This design comes from an exercise in tuning for small area, a short achievable clock period and few clock cycles per item on the open sky130 flow, not from production work. At most, simulation tests tie the RTL to the original design; equivalence was not proved.

Setup of v1:
==> module loop_compact, before the edit <==
module loop_compact(
    input           clk,
    input           rst_n,
    input           input_valid_i,
    input [63:0]    input_block_index_i,
    input [63:0]    din,
    output          input_ready_o,
    output          output_valid_o,
    output [255:0]  dout
    );
    localparam [255:0] SM3_IV    = 256'h7380166f4914b2b9172442d7da8a0600a96f30bc163138aae38dee4db0fb0e4e;
    localparam [31:0]  SM3_T0    = 32'h79cc4519;
    localparam [31:0]  SM3_T1_16 = 32'h9d8a7a87;    
    function [31:0] rotl;
        input [31:0] x;
        input integer n;
        begin
            rotl = (x << n) | (x >> (32 - n));
        end
    endfunction
    function [31:0] p0;
        input [31:0] x;
        begin
            p0 = x ^ rotl(x, 9) ^ rotl(x, 17);
        end
    endfunction
    function [31:0] p1;
        input [31:0] x;
        begin
            p1 = x ^ rotl(x, 15) ^ rotl(x, 23);
        end
    endfunction
    function [31:0] add;
        input [31:0] x;
        input [31:0] y;
        reg   [31:0] g, p, gn, pn;
        integer d, k;
        begin
            g = x & y;
            p = x ^ y;
            for (d = 1; d < 32; d = d * 2) begin
                gn = g;
                pn = p;
                for (k = 0; k < 32; k = k + 1) begin
                    if ((k / d) % 2 == 1) begin
                        gn[k] = g[k] | (p[k] & g[(k/d)*d-1]);
                        pn[k] = p[k] & p[(k/d)*d-1];
                    end
                end
                g = gn;
                p = pn;
            end
            add = (x ^ y) ^ {g[30:0], 1'b0};
        end
    endfunction
    function [31:0] csa_s;
        input [31:0] x;
        input [31:0] y;
        input [31:0] z;
        begin
            csa_s = x ^ y ^ z;
        end
    endfunction
    function [31:0] csa_c;
        input [31:0] x;
        input [31:0] y;
        input [31:0] z;
        begin
            csa_c = {(x[30:0] & y[30:0]) | (x[30:0] & z[30:0]) | (y[30:0] & z[30:0]), 1'b0};
        end
    endfunction
    function [31:0] add3;
        input [31:0] x;
        input [31:0] y;
        input [31:0] z;
        begin
            add3 = add(csa_s(x, y, z), csa_c(x, y, z));
        end
    endfunction
    function [31:0] add4;
        input [31:0] x;
        input [31:0] y;
        input [31:0] u;
        input [31:0] z;
        begin
            add4 = add3(csa_s(x, y, u), csa_c(x, y, u), z);
        end
    endfunction
    reg        run;       
    reg  [5:0] cnt;       
    reg        fin;       
    reg        ovalid;
    reg        idx0;      
    reg        ffsel;     
    wire accept = input_valid_i & input_ready_o;
    wire last   = (cnt == 6'd33);
    assign input_ready_o  = ~run | last;
    assign output_valid_o = ovalid;
    always @(posedge clk or negedge rst_n) begin
        if (~rst_n) begin
            run    <= 1'b0;
            cnt    <= 6'd0;
            fin    <= 1'b0;
            ovalid <= 1'b0;
        end else begin
            fin    <= run & last;
            ovalid <= fin;
            if (accept) begin
                run <= 1'b1;
                cnt <= 6'd0;
            end else begin
                if (last) run <= 1'b0;
                cnt <= cnt + 6'd1;
            end
        end
    end
    reg  [31:0] w [0:15];
    wire [31:0] w16 = p1(w[0] ^ w[7] ^ rotl(w[13], 15)) ^ rotl(w[3], 7) ^ w[10];
    wire [31:0] w17 = p1(w[1] ^ w[8] ^ rotl(w[14], 15)) ^ rotl(w[4], 7) ^ w[11];
    wire        use_exp = run & (cnt >= 6'd7) & (cnt <= 6'd32);
    wire [31:0] in_hi = use_exp ? w16 : din[63:32];
    wire [31:0] in_lo = use_exp ? w17 : din[31:0];
    integer i;
    always @(posedge clk) begin
        for (i = 0; i < 14; i = i + 1) w[i] <= w[i+2];
        w[14] <= in_hi;
        w[15] <= in_lo;
    end
    reg  [31:0] A, B, C, D, E, F, G, H;
    reg  [31:0] V0, V1, V2, V3, V4, V5, V6, V7;
    reg  [31:0] T;        
    wire init = (cnt == 6'd1);    
    wire [255:0] start = idx0 ? SM3_IV : {V0, V1, V2, V3, V4, V5, V6, V7};
    wire [31:0] a12   = rotl(A, 12);
    wire [31:0] ss1a  = rotl(add3(E, T, a12), 7);
    wire [31:0] ss2a  = ss1a ^ a12;
    wire [31:0] ffa   = ffsel ? (A ^ B ^ C) : ((A & B) | (A & C) | (B & C));
    wire [31:0] gga   = ffsel ? (E ^ F ^ G) : ((E & F) | (~E & G));
    wire [31:0] tt1a  = add4(ffa, D, w[10] ^ w[14], ss2a);
    wire [31:0] tt2a  = add4(gga, H, w[10], ss1a);
    wire [31:0] A1 = tt1a, B1 = A, C1 = rotl(B, 9), D1 = C;
    wire [31:0] E1 = p0(tt2a), F1 = E, G1 = rotl(F, 19), H1 = G;
    wire [31:0] b12   = rotl(A1, 12);
    wire [31:0] ss1b  = rotl(add3(rotl(T, 1), b12, E1), 7);
    wire [31:0] ss2b  = ss1b ^ b12;
    wire [31:0] ffb   = ffsel ? (A1 ^ B1 ^ C1) : ((A1 & B1) | (A1 & C1) | (B1 & C1));
    wire [31:0] ggb   = ffsel ? (E1 ^ F1 ^ G1) : ((E1 & F1) | (~E1 & G1));
    wire [31:0] tt1b  = add4(D1, w[11] ^ w[15], ffb, ss2b);
    wire [31:0] tt2b  = add4(H1, w[11], ggb, ss1b);
    always @(posedge clk) begin
        if (accept) idx0 <= (input_block_index_i == 64'd0);
        if (init) begin
            {A, B, C, D, E, F, G, H} <= start;
            T     <= SM3_T0;
            ffsel <= 1'b1;
        end else begin
            A <= tt1b;
            B <= A1;
            C <= rotl(B1, 9);
            D <= C1;
            E <= p0(tt2b);
            F <= E1;
            G <= rotl(F1, 19);
            H <= G1;
            if (cnt == 6'd9) begin
                T     <= SM3_T1_16;
                ffsel <= 1'b0;
            end else begin
                T     <= rotl(T, 2);
            end
        end
        if (fin)
            {V0, V1, V2, V3, V4, V5, V6, V7} <= {V0 ^ A, V1 ^ B, V2 ^ C, V3 ^ D, V4 ^ E, V5 ^ F, V6 ^ G, V7 ^ H};
        else if (init & run & idx0)
            {V0, V1, V2, V3, V4, V5, V6, V7} <= SM3_IV;
    end
    assign dout = {V0, V1, V2, V3, V4, V5, V6, V7};
endmodule
export LEC_CHECK = 0
export ABC_AREA = 1
export CAP_MARGIN = 20
export CORE_MARGIN = 2
export CORE_UTILIZATION = 30
export SETUP_SLACK_MARGIN = 5
export SLEW_MARGIN = 20
create_clock -name core_clock -period 16.0 [get_ports {clk}]
standard.sh (not shown) runs the stock make flow with config.mk's settings and CLKGATE_MAP_FILE= SYNTH_SCRIPT=/design/flow/synth_recipe.tcl, a recipe that flattens the netlist after the stock synthesis.
==> flow/flow/run.sh <==
#!/bin/bash
# Layout: the standard flow (standard.sh, with its synthesis unchanged and
# the settings of config.mk), with two changes to how the layout is made:
#  - the port buffers are buf_1 cells instead of the delay buffers that
#    buffer_ports picks by default (every port still gets its own buffer);
#  - clock tree synthesis clusters up to 20 sinks within 100 um per leaf
#    buffer and inserts no dummy loads.
# The make output goes to standard_flow.log; ORFS keeps each step's full log
# under orfs/logs/.
set -euo pipefail
bash standard.sh \
  "BUFFER_PORTS_ARGS=-buffer_cell sky130_fd_sc_hd__buf_1" \
  "CTS_ARGS=-sink_clustering_enable -repair_clock_nets -sink_clustering_size 20 -sink_clustering_max_diameter 100 -dont_use_dummy_load" \
  finish > standard_flow.log 2>&1
v1: done, clean on timing, DRC and antenna
Testbench counts of v1, summed over its fixed seeds: cycles 13,080, items 384.
Input-level comparison between v34 and v1:
--- a/flow/design.v
+++ b/flow/design.v
@@ -90,10 +90,15 @@
     reg  [5:0] cnt;       
     reg        fin;       
     reg        ovalid;
     reg        idx0;      
     reg        ffsel;     
+    reg        fs_gga;    
+    reg        nfs_ffb;   
+    reg        nfs_ggb;   
+    wire       fs_ffb = ~nfs_ffb;
+    wire       fs_ggb = ~nfs_ggb;
     wire accept = input_valid_i & input_ready_o;
     wire last   = (cnt == 6'd33);
     assign input_ready_o  = ~run | last;
     assign output_valid_o = ovalid;
     always @(posedge clk or negedge rst_n) begin
@@ -112,61 +117,66 @@
                 if (last) run <= 1'b0;
                 cnt <= cnt + 6'd1;
             end
         end
     end
-    reg  [31:0] w [0:15];
-    wire [31:0] w16 = p1(w[0] ^ w[7] ^ rotl(w[13], 15)) ^ rotl(w[3], 7) ^ w[10];
-    wire [31:0] w17 = p1(w[1] ^ w[8] ^ rotl(w[14], 15)) ^ rotl(w[4], 7) ^ w[11];
+    reg  [31:0] nw [0:15];
+    wire [31:0] w16 = p1((~nw[0]) ^ (~nw[7]) ^ rotl((~nw[13]), 15)) ^ rotl((~nw[3]), 7) ^ (~nw[10]);
+    wire [31:0] w17 = p1((~nw[1]) ^ (~nw[8]) ^ rotl((~nw[14]), 15)) ^ rotl((~nw[4]), 7) ^ (~nw[11]);
     wire        use_exp = run & (cnt >= 6'd7) & (cnt <= 6'd32);
     wire [31:0] in_hi = use_exp ? w16 : din[63:32];
     wire [31:0] in_lo = use_exp ? w17 : din[31:0];
     integer i;
     always @(posedge clk) begin
-        for (i = 0; i < 14; i = i + 1) w[i] <= w[i+2];
-        w[14] <= in_hi;
-        w[15] <= in_lo;
+        for (i = 0; i < 14; i = i + 1) nw[i] <= nw[i+2];
+        nw[14] <= ~in_hi;
+        nw[15] <= ~in_lo;
     end
-    reg  [31:0] A, B, C, D, E, F, G, H;
+    reg  [31:0] nA, nB, nC, nD, nE, nF, nG, nH;    
+    wire [31:0] A = ~nA, B = ~nB, C = ~nC, D = ~nD, E = ~nE, F = ~nF, G = ~nG, H = ~nH;
     reg  [31:0] V0, V1, V2, V3, V4, V5, V6, V7;
     reg  [31:0] T;        
     wire init = (cnt == 6'd1);    
     wire [255:0] start = idx0 ? SM3_IV : {V0, V1, V2, V3, V4, V5, V6, V7};
     wire [31:0] a12   = rotl(A, 12);
     wire [31:0] ss1a  = rotl(add3(E, T, a12), 7);
     wire [31:0] ss2a  = ss1a ^ a12;
     wire [31:0] ffa   = ffsel ? (A ^ B ^ C) : ((A & B) | (A & C) | (B & C));
-    wire [31:0] gga   = ffsel ? (E ^ F ^ G) : ((E & F) | (~E & G));
-    wire [31:0] tt1a  = add4(ffa, D, w[10] ^ w[14], ss2a);
-    wire [31:0] tt2a  = add4(gga, H, w[10], ss1a);
+    wire [31:0] gga   = fs_gga ? (E ^ F ^ G) : ((E & F) | (~E & G));
+    wire [31:0] tt1a  = add4(ffa, D, (~nw[10]) ^ (~nw[14]), ss2a);
+    wire [31:0] tt2a  = add4(gga, H, (~nw[10]), ss1a);
     wire [31:0] A1 = tt1a, B1 = A, C1 = rotl(B, 9), D1 = C;
     wire [31:0] E1 = p0(tt2a), F1 = E, G1 = rotl(F, 19), H1 = G;
     wire [31:0] b12   = rotl(A1, 12);
     wire [31:0] ss1b  = rotl(add3(rotl(T, 1), b12, E1), 7);
     wire [31:0] ss2b  = ss1b ^ b12;
-    wire [31:0] ffb   = ffsel ? (A1 ^ B1 ^ C1) : ((A1 & B1) | (A1 & C1) | (B1 & C1));
-    wire [31:0] ggb   = ffsel ? (E1 ^ F1 ^ G1) : ((E1 & F1) | (~E1 & G1));
-    wire [31:0] tt1b  = add4(D1, w[11] ^ w[15], ffb, ss2b);
-    wire [31:0] tt2b  = add4(H1, w[11], ggb, ss1b);
+    wire [31:0] ffb   = fs_ffb ? (A1 ^ B1 ^ C1) : ((A1 & B1) | (A1 & C1) | (B1 & C1));
+    wire [31:0] ggb   = fs_ggb ? (E1 ^ F1 ^ G1) : ((E1 & F1) | (~E1 & G1));
+    wire [31:0] tt1b  = add4(D1, (~nw[11]) ^ (~nw[15]), ffb, ss2b);
+    wire [31:0] tt2b  = add4(H1, (~nw[11]), ggb, ss1b);
     always @(posedge clk) begin
         if (accept) idx0 <= (input_block_index_i == 64'd0);
+        fs_gga  <=   (cnt >= 6'd1) & (cnt <= 6'd8);
+        nfs_ffb <= ~((cnt >= 6'd1) & (cnt <= 6'd8));
         if (init) begin
-            {A, B, C, D, E, F, G, H} <= start;
+            {nA, nB, nC, nD, nE, nF, nG, nH} <= ~start;
             T     <= SM3_T0;
-            ffsel <= 1'b1;
+            ffsel   <= 1'b1;
+            nfs_ggb <= 1'b0;
         end else begin
-            A <= tt1b;
-            B <= A1;
-            C <= rotl(B1, 9);
-            D <= C1;
-            E <= p0(tt2b);
-            F <= E1;
-            G <= rotl(F1, 19);
-            H <= G1;
+            nA <= ~tt1b;
+            nB <= ~A1;
+            nC <= ~rotl(B1, 9);
+            nD <= ~C1;
+            nE <= ~p0(tt2b);
+            nF <= ~E1;
+            nG <= ~rotl(F1, 19);
+            nH <= ~G1;
             if (cnt == 6'd9) begin
                 T     <= SM3_T1_16;
-                ffsel <= 1'b0;
+                ffsel   <= 1'b0;
+                nfs_ggb <= 1'b1;
             end else begin
                 T     <= rotl(T, 2);
             end
         end
         if (fin)
- NOTE: synthesized cell area in v34 falls short of that of v1
- NOTE length of routed met3 wiring v1->v34 increased by a little under 10%
- The run showing the smaller hold slack is v34.
- Between v34 and v1, the CTS sink count does not differ in any meaningful way.
- Post-synthesis register bit count of v34 is on par with v1.
Only the layout flow was run in v34; the RTL was not checked for function there.

-- afterwards: timing with drivers on the ports --
Ports are ideal in the flow. The routed layouts listed here were re-timed in OpenROAD.
Step 1 (the two cells are an assumption about what drives the block):
set clk [get_ports {clk}]
set_driving_cell -lib_cell sky130_fd_sc_hd__clkbuf_16 $clk
set_driving_cell -lib_cell sky130_fd_sc_hd__buf_2 [delete_from_list [all_inputs] $clk]
Step 2 also shifts input and output timing later by t, the mid clock arrival at the registers, as if the neighbouring blocks saw the same clock.
Slacks: ideal ports / drivers / drivers and shift; pairs: ideal ports / drivers.
run | shift t [ns] | setup WS [ns] | worst setup path at the end | cell pins on the clock port's net
v1 | 0.769 | 4.761 / 4.761 / 4.761 | register to register | 1
v34 | 0.746 | 4.735 / 4.735 / 4.735 | register to register | 1
After both steps setup and hold are still met in every run listed.
